Context: an optimization exercise on an open-source flow, tuned for small area and a short achievable clock period. The choices shown serve that exercise and are no tape-out recipe.
At most, simulation tests tie the RTL to the original design; equivalence was not proved.
No activity file was given, so power comes from the tool's default toggle rates.

==> 06-04 <==
Design fir_15, start of the top module:
module fir_15 #
  (
    parameter integer C_S00_AXIS_TDATA_WIDTH  = 32,
    parameter integer C_M00_AXIS_TDATA_WIDTH  = 32
  )
  (
  input wire  s00_axis_aclk, s00_axis_aresetn,
  input wire  s00_axis_tlast, s00_axis_tvalid,
  input wire [C_S00_AXIS_TDATA_WIDTH-1 : 0] s00_axis_tdata,
  input wire [(C_S00_AXIS_TDATA_WIDTH/8)-1: 0] s00_axis_tstrb,
  output logic  s00_axis_tready,
  input wire  m00_axis_tready,
  output logic  m00_axis_tvalid, m00_axis_tlast,
  output logic [C_M00_AXIS_TDATA_WIDTH-1 : 0] m00_axis_tdata,
  output logic [(C_M00_AXIS_TDATA_WIDTH/8)-1: 0] m00_axis_tstrb
  );
clock: 7.5 ns
lec_check: 0
cap_margin: 20
core_margin: 2
core_utilization: 65
cts_cluster_diameter: 80
cts_cluster_size: 32
setup_slack_margin: 4.1
slew_margin: 20
synth_hierarchical: 1
synth_minimum_keep_size: 0
standard.sh (not shown) runs the stock make flow with config.mk's settings and CLKGATE_MAP_FILE= SYNTH_SCRIPT=/design/flow/synth_recipe.tcl, a recipe that flattens the netlist after the stock synthesis.
==> flow/flow/run.sh <==
#!/bin/bash
# The standard layout (the standard.sh, unchanged synthesis and steps), except that
# the port buffers that global placement inserts are plain sky130_fd_sc_hd__buf_4 cells.
# make's full output goes to standard.log here; each ORFS step keeps its own log under orfs/logs/.
set -euo pipefail
export BUFFER_PORTS_ARGS="-buffer_cell sky130_fd_sc_hd__buf_4"
bash standard.sh > standard.log 2>&1
==> 09-13: changes against 06-04 <==
--- a/flow/config.mk
+++ b/flow/config.mk
@@ -9,6 +9,6 @@
 export CORE_MARGIN = 2
-export CORE_UTILIZATION = 65
+export CORE_UTILIZATION = 72
 export CTS_CLUSTER_DIAMETER = 80
 export CTS_CLUSTER_SIZE = 32
-export SETUP_SLACK_MARGIN = 4.1
+export SETUP_SLACK_MARGIN = 4.0
 export SLEW_MARGIN = 20
==> 08-08: changes against 06-04 <==
--- a/flow/config.mk
+++ b/flow/config.mk
@@ -12,3 +12,3 @@
 export CTS_CLUSTER_SIZE = 32
-export SETUP_SLACK_MARGIN = 4.1
+export SETUP_SLACK_MARGIN = 3.9
 export SLEW_MARGIN = 20
==> flow_summary.json <==
{
  "reg2reg_from": "xr[8]",
  "status": "finished clean",
  "irDropWorstVdd_mv": 0.173,
  "num_rows": 90,
  "start_kind": "input pin",
  "cts_resized": 137,
  "multi_input_area_share_pct": 58.2,
  "fin_skew_ps": 27.0
}
(the above is from 06-04)
==> flow_summary.json <==
{
  "synth_area_um2": 39300,
  "reg2reg_from": "xr[15]",
  "num_rows": 85,
  "fin_skew_ps": 25.8,
  "cts.reportedPaths.clkPinSlew_ps": 90,
  "timing.fmax_mhz": 280,
  "irDropWorstVdd_mv": 0.176,
  "slowest_stage": "fa_1",
  "status": "finished clean",
  "multi_input_area_share_pct": 58.5,
  "start_kind": "input pin",
  "cts_resized": 98
}
(the above is from 09-13)
==> flow_summary.json <==
{
  "status": "finished clean",
  "nFlopsAndLatches": 668,
  "pg_comb_mw": 3.54,
  "tap_cells": 782,
  "reg2reg_from": "xr[8]",
  "irDropWorstVdd_mv": 0.173,
  "synth_area_um2": 39300,
  "num_rows": 90,
  "multi_input_area_share_pct": 58.4,
  "switchingPower_mw": 3.44,
  "fp.dieW_um": 250,
  "drv_slew": 0,
  "powerDensity_nw_per_um2": 233,
  "crit_chain": "a21o_4 -> a21oi_4 -> buf_12 -> mux2_2 -> buf_4",
  "wl_met1_mm": 32.8
}
(the above is from 08-08)

==> run B: inputs <==
fir_15, a different RTL version from the one above (not shown whole).
export LEC_CHECK = 0
export CAP_MARGIN = 20
export CORE_MARGIN = 2
export CORE_UTILIZATION = 65
export CTS_BUF_LIST = sky130_fd_sc_hd__clkbuf_8
export SETUP_SLACK_MARGIN = 4.0
export SLEW_MARGIN = 20
export SYNTH_HIERARCHICAL = 1
export SYNTH_MINIMUM_KEEP_SIZE = 0
create_clock -name core_clock -period 7.5 [get_ports {s00_axis_aclk}]
Scripts as last shown in full above: flow/flow/run.sh
==> run Z (differences from run B) <==
CORE_UTILIZATION = 75   (was 65)
==> comparison <==
- Run B finished with timing, DRC and antenna clean. Run Z finished with timing, DRC and antenna clean.
- Between run Z and run B, the lower worst setup slack is in run Z (gap 0.027 ns).
- Sequential power is about the same in run B and run Z.
- Against run B, the via count of run Z is higher by about 3%.
- Between run Z and run B, the lower hold slack is in run Z (gap 0.0048 ns).
- Against run B, the non-clock buffer count of run Z is lower by 9.
- In run Z the clock skew is lower than in run B, by 0.0051 ns.
- Against run B, the final cell count of run Z is smaller by about 2.2%.
- In sequential cell count, run Z and run B do not differ.
- Of run B and run Z, run Z has the higher clock power (gap about 2%, measured against run Z).
- In run Z the total power is larger than in run B, by 2.2%.

==> inputs of run a <==
fir_15, a different RTL version from the one above (not shown whole).
==> flow/design.v (excerpt) <==
module fir_15 #
  (
    parameter integer C_S00_AXIS_TDATA_WIDTH  = 32,
    parameter integer C_M00_AXIS_TDATA_WIDTH  = 32
  )
  (
  input wire  s00_axis_aclk, s00_axis_aresetn,
  input wire  s00_axis_tlast, s00_axis_tvalid,
  input wire [C_S00_AXIS_TDATA_WIDTH-1 : 0] s00_axis_tdata,
  input wire [(C_S00_AXIS_TDATA_WIDTH/8)-1: 0] s00_axis_tstrb,
  output logic  s00_axis_tready,
  input wire  m00_axis_tready,
  output logic  m00_axis_tvalid, m00_axis_tlast,
  output logic [C_M00_AXIS_TDATA_WIDTH-1 : 0] m00_axis_tdata,
  output logic [(C_M00_AXIS_TDATA_WIDTH/8)-1: 0] m00_axis_tstrb
  );
export LEC_CHECK = 0
export CAP_MARGIN = 20
export CORE_MARGIN = 2
export CORE_UTILIZATION = 65
export CTS_CLUSTER_DIAMETER = 80
export CTS_CLUSTER_SIZE = 32
export SETUP_SLACK_MARGIN = 4.1
export SLEW_MARGIN = 20
export SYNTH_HIERARCHICAL = 1
export SYNTH_MINIMUM_KEEP_SIZE = 0
create_clock -name core_clock -period 7.5 [get_ports {s00_axis_aclk}]
Scripts as last shown in full above: flow/flow/run.sh
==> run b (differences from run a) <==
Settings changed: SETUP_SLACK_MARGIN 4.1 to 4.2.
==> run c (differences from run a) <==
--- a/flow/design.v
+++ b/flow/design.v
@@ -1576,18 +1576,17 @@
   ha1 h569 (.a(y11[30]), .b(~xr[28]), .s(h569_s), .co(h569_c));
   wire h570_s, h570_c;
   ha1 h570 (.a(y11[31]), .b(~xr[29]), .s(h570_s), .co(h570_c));
   wire [31:0] y12_a = {h570_s, h569_s, h568_s, f567_s, h566_s, h565_s, h564_s, f563_s, h562_s, h561_s, h560_s, f559_s, h558_s, h557_s, h556_s, f555_s, h554_s, h553_s, h552_s, f551_s, h550_s, h549_s, h548_s, f547_s, h546_s, h545_s, h544_s, f543_s, h542_s, h541_s, h540_s, f539_s};
   wire [31:0] y12_b = {h569_c, h568_c, f567_c, h566_c, h565_c, h564_c, f563_c, h562_c, h561_c, h560_c, f559_c, h558_c, h557_c, h556_c, f555_c, h554_c, h553_c, h552_c, f551_c, h550_c, h549_c, h548_c, f547_c, h546_c, h545_c, h544_c, f543_c, h542_c, h541_c, h540_c, f539_c, 1'b0};
   cpa32 u_y12 (.a(y12_a), .b(y12_b), .s(y12_d));
   logic [3:0][7:0] o0; logic [3:1][7:0] o1; logic [3:0] og; logic [3:1] op;
   wire [3:0][7:0] o0_d; wire [3:1][7:0] o1_d; wire [3:0] og_d; wire [3:1] op_d;
-  wire [31:0] nxr = ~xr;
-  ost u_ost (.y12(y12), .nxr(nxr), .x(x), .o0_d(o0_d), .o1_d(o1_d), .og_d(og_d), .op_d(op_d));
+  ost u_ost (.y12(y12), .xr(xr), .x(x), .o0_d(o0_d), .o1_d(o1_d), .og_d(og_d), .op_d(op_d));
   ores u_ores (.o0(o0), .o1(o1), .og(og), .op(op), .m00_axis_tdata(m00_axis_tdata));
   wire [31:0] xr_n = x;
   wire [31:0] xr_q = xr;
   wire [31:0] xr_r;
   for (genvar i = 0; i < 32; i++) begin : g_xr
     rg u (.rst(rst), .en(en), .n(xr_n[i]), .q(xr_q[i]), .d(xr_r[i]));
   end
   wire [31:0] xrr_n = xr;
@@ -2060,81 +2059,81 @@
   assign s[26] = k1_p[26] ^ q75_g;
   assign s[27] = k1_p[27] ^ q76_g;
   assign s[28] = k1_p[28] ^ q77_g;
   assign s[29] = k1_p[29] ^ q78_g;
   assign s[30] = k1_p[30] ^ q79_g;
   assign s[31] = k1_p[31] ^ q80_g;
   assign co = q81_g;
 endmodule
-module ost (input wire [31:0] y12, input wire [31:0] nxr, x, output wire [3:0][7:0] o0_d, output wire [3:1][7:0] o1_d, output wire [3:0] og_d, output wire [3:1] op_d);
-  wire f1_s = y12[0] ^ nxr[0] ^ 1'b1;
-  wire f1_c = (y12[0] & nxr[0]) | (y12[0] & 1'b1) | (nxr[0] & 1'b1);
+module ost (input wire [31:0] y12, input wire [31:0] xr, x, output wire [3:0][7:0] o0_d, output wire [3:1][7:0] o1_d, output wire [3:0] og_d, output wire [3:1] op_d);
+  wire f1_s = y12[0] ^ ~xr[0] ^ 1'b1;
+  wire f1_c = (y12[0] & ~xr[0]) | (y12[0] & 1'b1) | (~xr[0] & 1'b1);
   wire f2_s, f2_c;
-  fa1 f2 (.a(y12[1]), .b(nxr[1]), .c(nxr[0]), .s(f2_s), .co(f2_c));
+  fa1 f2 (.a(y12[1]), .b(~xr[1]), .c(~xr[0]), .s(f2_s), .co(f2_c));
   wire f3_s, f3_c;
-  fa1 f3 (.a(y12[2]), .b(nxr[2]), .c(nxr[1]), .s(f3_s), .co(f3_c));
+  fa1 f3 (.a(y12[2]), .b(~xr[2]), .c(~xr[1]), .s(f3_s), .co(f3_c));
   wire f4_s, f4_c;
-  fa1 f4 (.a(y12[3]), .b(nxr[3]), .c(nxr[2]), .s(f4_s), .co(f4_c));
+  fa1 f4 (.a(y12[3]), .b(~xr[3]), .c(~xr[2]), .s(f4_s), .co(f4_c));
   wire f5_s, f5_c;
-  fa1 f5 (.a(y12[4]), .b(nxr[4]), .c(nxr[3]), .s(f5_s), .co(f5_c));
+  fa1 f5 (.a(y12[4]), .b(~xr[4]), .c(~xr[3]), .s(f5_s), .co(f5_c));
   wire f6_s, f6_c;
-  fa1 f6 (.a(y12[5]), .b(nxr[5]), .c(nxr[4]), .s(f6_s), .co(f6_c));
+  fa1 f6 (.a(y12[5]), .b(~xr[5]), .c(~xr[4]), .s(f6_s), .co(f6_c));
   wire f7_s, f7_c;
-  fa1 f7 (.a(y12[6]), .b(nxr[6]), .c(nxr[5]), .s(f7_s), .co(f7_c));
+  fa1 f7 (.a(y12[6]), .b(~xr[6]), .c(~xr[5]), .s(f7_s), .co(f7_c));
   wire f8_s, f8_c;
-  fa1 f8 (.a(y12[7]), .b(nxr[7]), .c(nxr[6]), .s(f8_s), .co(f8_c));
+  fa1 f8 (.a(y12[7]), .b(~xr[7]), .c(~xr[6]), .s(f8_s), .co(f8_c));
   wire f9_s, f9_c;
-  fa1 f9 (.a(y12[8]), .b(nxr[8]), .c(nxr[7]), .s(f9_s), .co(f9_c));
+  fa1 f9 (.a(y12[8]), .b(~xr[8]), .c(~xr[7]), .s(f9_s), .co(f9_c));
   wire f10_s, f10_c;
-  fa1 f10 (.a(y12[9]), .b(nxr[9]), .c(nxr[8]), .s(f10_s), .co(f10_c));
+  fa1 f10 (.a(y12[9]), .b(~xr[9]), .c(~xr[8]), .s(f10_s), .co(f10_c));
   wire f11_s, f11_c;
-  fa1 f11 (.a(y12[10]), .b(nxr[10]), .c(nxr[9]), .s(f11_s), .co(f11_c));
+  fa1 f11 (.a(y12[10]), .b(~xr[10]), .c(~xr[9]), .s(f11_s), .co(f11_c));
   wire f12_s, f12_c;
-  fa1 f12 (.a(y12[11]), .b(nxr[11]), .c(nxr[10]), .s(f12_s), .co(f12_c));
+  fa1 f12 (.a(y12[11]), .b(~xr[11]), .c(~xr[10]), .s(f12_s), .co(f12_c));
   wire f13_s, f13_c;
-  fa1 f13 (.a(y12[12]), .b(nxr[12]), .c(nxr[11]), .s(f13_s), .co(f13_c));
+  fa1 f13 (.a(y12[12]), .b(~xr[12]), .c(~xr[11]), .s(f13_s), .co(f13_c));
   wire f14_s, f14_c;
-  fa1 f14 (.a(y12[13]), .b(nxr[13]), .c(nxr[12]), .s(f14_s), .co(f14_c));
+  fa1 f14 (.a(y12[13]), .b(~xr[13]), .c(~xr[12]), .s(f14_s), .co(f14_c));
   wire f15_s, f15_c;
-  fa1 f15 (.a(y12[14]), .b(nxr[14]), .c(nxr[13]), .s(f15_s), .co(f15_c));
+  fa1 f15 (.a(y12[14]), .b(~xr[14]), .c(~xr[13]), .s(f15_s), .co(f15_c));
   wire f16_s, f16_c;
-  fa1 f16 (.a(y12[15]), .b(nxr[15]), .c(nxr[14]), .s(f16_s), .co(f16_c));
+  fa1 f16 (.a(y12[15]), .b(~xr[15]), .c(~xr[14]), .s(f16_s), .co(f16_c));
   wire f17_s, f17_c;
-  fa1 f17 (.a(y12[16]), .b(nxr[16]), .c(nxr[15]), .s(f17_s), .co(f17_c));
+  fa1 f17 (.a(y12[16]), .b(~xr[16]), .c(~xr[15]), .s(f17_s), .co(f17_c));
   wire f18_s, f18_c;
-  fa1 f18 (.a(y12[17]), .b(nxr[17]), .c(nxr[16]), .s(f18_s), .co(f18_c));
+  fa1 f18 (.a(y12[17]), .b(~xr[17]), .c(~xr[16]), .s(f18_s), .co(f18_c));
   wire f19_s, f19_c;
-  fa1 f19 (.a(y12[18]), .b(nxr[18]), .c(nxr[17]), .s(f19_s), .co(f19_c));
+  fa1 f19 (.a(y12[18]), .b(~xr[18]), .c(~xr[17]), .s(f19_s), .co(f19_c));
   wire f20_s, f20_c;
-  fa1 f20 (.a(y12[19]), .b(nxr[19]), .c(nxr[18]), .s(f20_s), .co(f20_c));
+  fa1 f20 (.a(y12[19]), .b(~xr[19]), .c(~xr[18]), .s(f20_s), .co(f20_c));
   wire f21_s, f21_c;
-  fa1 f21 (.a(y12[20]), .b(nxr[20]), .c(nxr[19]), .s(f21_s), .co(f21_c));
+  fa1 f21 (.a(y12[20]), .b(~xr[20]), .c(~xr[19]), .s(f21_s), .co(f21_c));
   wire f22_s, f22_c;
-  fa1 f22 (.a(y12[21]), .b(nxr[21]), .c(nxr[20]), .s(f22_s), .co(f22_c));
+  fa1 f22 (.a(y12[21]), .b(~xr[21]), .c(~xr[20]), .s(f22_s), .co(f22_c));
   wire f23_s, f23_c;
-  fa1 f23 (.a(y12[22]), .b(nxr[22]), .c(nxr[21]), .s(f23_s), .co(f23_c));
+  fa1 f23 (.a(y12[22]), .b(~xr[22]), .c(~xr[21]), .s(f23_s), .co(f23_c));
   wire f24_s, f24_c;
-  fa1 f24 (.a(y12[23]), .b(nxr[23]), .c(nxr[22]), .s(f24_s), .co(f24_c));
+  fa1 f24 (.a(y12[23]), .b(~xr[23]), .c(~xr[22]), .s(f24_s), .co(f24_c));
   wire f25_s, f25_c;
-  fa1 f25 (.a(y12[24]), .b(nxr[24]), .c(nxr[23]), .s(f25_s), .co(f25_c));
+  fa1 f25 (.a(y12[24]), .b(~xr[24]), .c(~xr[23]), .s(f25_s), .co(f25_c));
   wire f26_s, f26_c;
-  fa1 f26 (.a(y12[25]), .b(nxr[25]), .c(nxr[24]), .s(f26_s), .co(f26_c));
+  fa1 f26 (.a(y12[25]), .b(~xr[25]), .c(~xr[24]), .s(f26_s), .co(f26_c));
   wire f27_s, f27_c;
-  fa1 f27 (.a(y12[26]), .b(nxr[26]), .c(nxr[25]), .s(f27_s), .co(f27_c));
+  fa1 f27 (.a(y12[26]), .b(~xr[26]), .c(~xr[25]), .s(f27_s), .co(f27_c));
   wire f28_s, f28_c;
-  fa1 f28 (.a(y12[27]), .b(nxr[27]), .c(nxr[26]), .s(f28_s), .co(f28_c));
+  fa1 f28 (.a(y12[27]), .b(~xr[27]), .c(~xr[26]), .s(f28_s), .co(f28_c));
   wire f29_s, f29_c;
-  fa1 f29 (.a(y12[28]), .b(nxr[28]), .c(nxr[27]), .s(f29_s), .co(f29_c));
+  fa1 f29 (.a(y12[28]), .b(~xr[28]), .c(~xr[27]), .s(f29_s), .co(f29_c));
   wire f30_s, f30_c;
-  fa1 f30 (.a(y12[29]), .b(nxr[29]), .c(nxr[28]), .s(f30_s), .co(f30_c));
+  fa1 f30 (.a(y12[29]), .b(~xr[29]), .c(~xr[28]), .s(f30_s), .co(f30_c));
   wire f31_s, f31_c;
-  fa1 f31 (.a(y12[30]), .b(nxr[30]), .c(nxr[29]), .s(f31_s), .co(f31_c));
+  fa1 f31 (.a(y12[30]), .b(~xr[30]), .c(~xr[29]), .s(f31_s), .co(f31_c));
   wire f32_s, f32_c;
-  fa1 f32 (.a(y12[31]), .b(nxr[31]), .c(nxr[30]), .s(f32_s), .co(f32_c));
+  fa1 f32 (.a(y12[31]), .b(~xr[31]), .c(~xr[30]), .s(f32_s), .co(f32_c));
   wire h33_s = f1_s ^ 1'b1;
   wire h33_c = f1_s & 1'b1;
   wire f34_s = f2_s ^ f1_c ^ 1'b1;
   wire f34_c = (f2_s & f1_c) | (f2_s & 1'b1) | (f1_c & 1'b1);
   wire h35_s, h35_c;
   ha1 h35 (.a(f3_s), .b(f2_c), .s(h35_s), .co(h35_c));
   wire h36_s, h36_c;
   ha1 h36 (.a(f4_s), .b(f3_c), .s(h36_s), .co(h36_c));
Settings changed: SETUP_SLACK_MARGIN 4.1 to 4.0.
==> summary of the runs <==
- Against run a, the count of clock-buffer cells in the layout of run c is higher by 2.
- The highest clock skew belongs to run b, the lowest to run a.
- Register-to-register slack, lowest first: run b, run a, run c.
- Final cell count, highest first: run c, run b, run a.
- In area after synthesis, run b and run a do not differ.
==> figures <==
item	run c	run a	run b
Arrival time reported for the critical path endpoint	1980 ps	3970 ps	4070 ps
Rel. slew slack	0.279	0.233	0.231
DR vias/cell	5.49	5.52	5.53
Pwr dens	235 nW/µm²	238 nW/µm²	245 nW/µm²
Outcome	no timing/DRC/antenna violations	no timing/DRC/antenna violations	no timing/DRC/antenna violations
Count of clock buffers in the final design	41	39	39
Filler-free cell count of the finished design	4278	4251	4275
Placement-stage cell area	41000 µm²	40900 µm²	40900 µm²
Pin count of the biggest net entering global routing	227	206	206
Width of the chip	250 µm	250 µm	250 µm
Worst setup slack for register-to-register paths	4090 ps	4030 ps	3950 ps
Global routing usage summed across all routing layers	0.257	0.261	0.264
Only the layout flow was run in run a and run b; the RTL was not checked for function there.

## re-timing with driven ports
The results above use ideal ports. As a check the final layouts listed here were re-extracted and re-timed, cells and wires unchanged. Step 1, drivers: a clkbuf_16 drives s00_axis_aclk and a buf_2 each remaining input, both assumed. Step 2 adds t to the input delays and takes it off the output delays; t is the mean of the earliest and latest rising clock arrival at the registers after step 1. Input paths then give back, and output paths get back, about the clock's delay inside the block. Three values: ideal ports, drivers, drivers and shift; two values: the first two.
| run | t, ns | setup slack, ns | hold WS [ns] | worst register clock-pin slew, ns | cell pins on the clock port's net |
|---|---|---|---|---|---|
| 06-04 | 0.645 | 4.084 / 3.883 / 3.238 | 0.491 / 0.491 / 0.491 | 0.11 / 0.11 | 1 |
| 09-13 | 0.643 | 3.929 / 3.795 / 3.153 | 0.500 / 0.500 / 0.500 | 0.11 / 0.11 | 1 |
| 08-08 | 0.643 | 3.976 / 3.911 / 3.338 | 0.493 / 0.493 / 0.493 | 0.11 / 0.11 | 1 |
| run B of note 2 | 0.768 | 3.960 / 3.897 / 3.170 | 0.492 / 0.492 / 0.492 | 0.07 / 0.07 | 1 |
| run Z of note 2 | 0.770 | 3.933 / 3.874 / 3.106 | 0.487 / 0.487 / 0.487 | 0.07 / 0.07 | 1 |
| run a of note 3 | 0.653 | 4.030 / 3.902 / 3.249 | 0.503 / 0.503 / 0.503 | 0.12 / 0.12 | 1 |
| run b of note 3 | 0.651 | 3.950 / 3.745 / 3.093 | 0.503 / 0.503 / 0.503 | 0.12 / 0.12 | 1 |
| run c of note 3 | 0.644 | 4.021 / 3.843 / 3.199 | 0.489 / 0.489 / 0.489 | 0.11 / 0.11 | 1 |
After both steps setup and hold are still met in every run listed. For run b of note 3, which loses most, drivers alone change the setup slack by -0.205 ns; drivers and shift together by -0.857 ns.
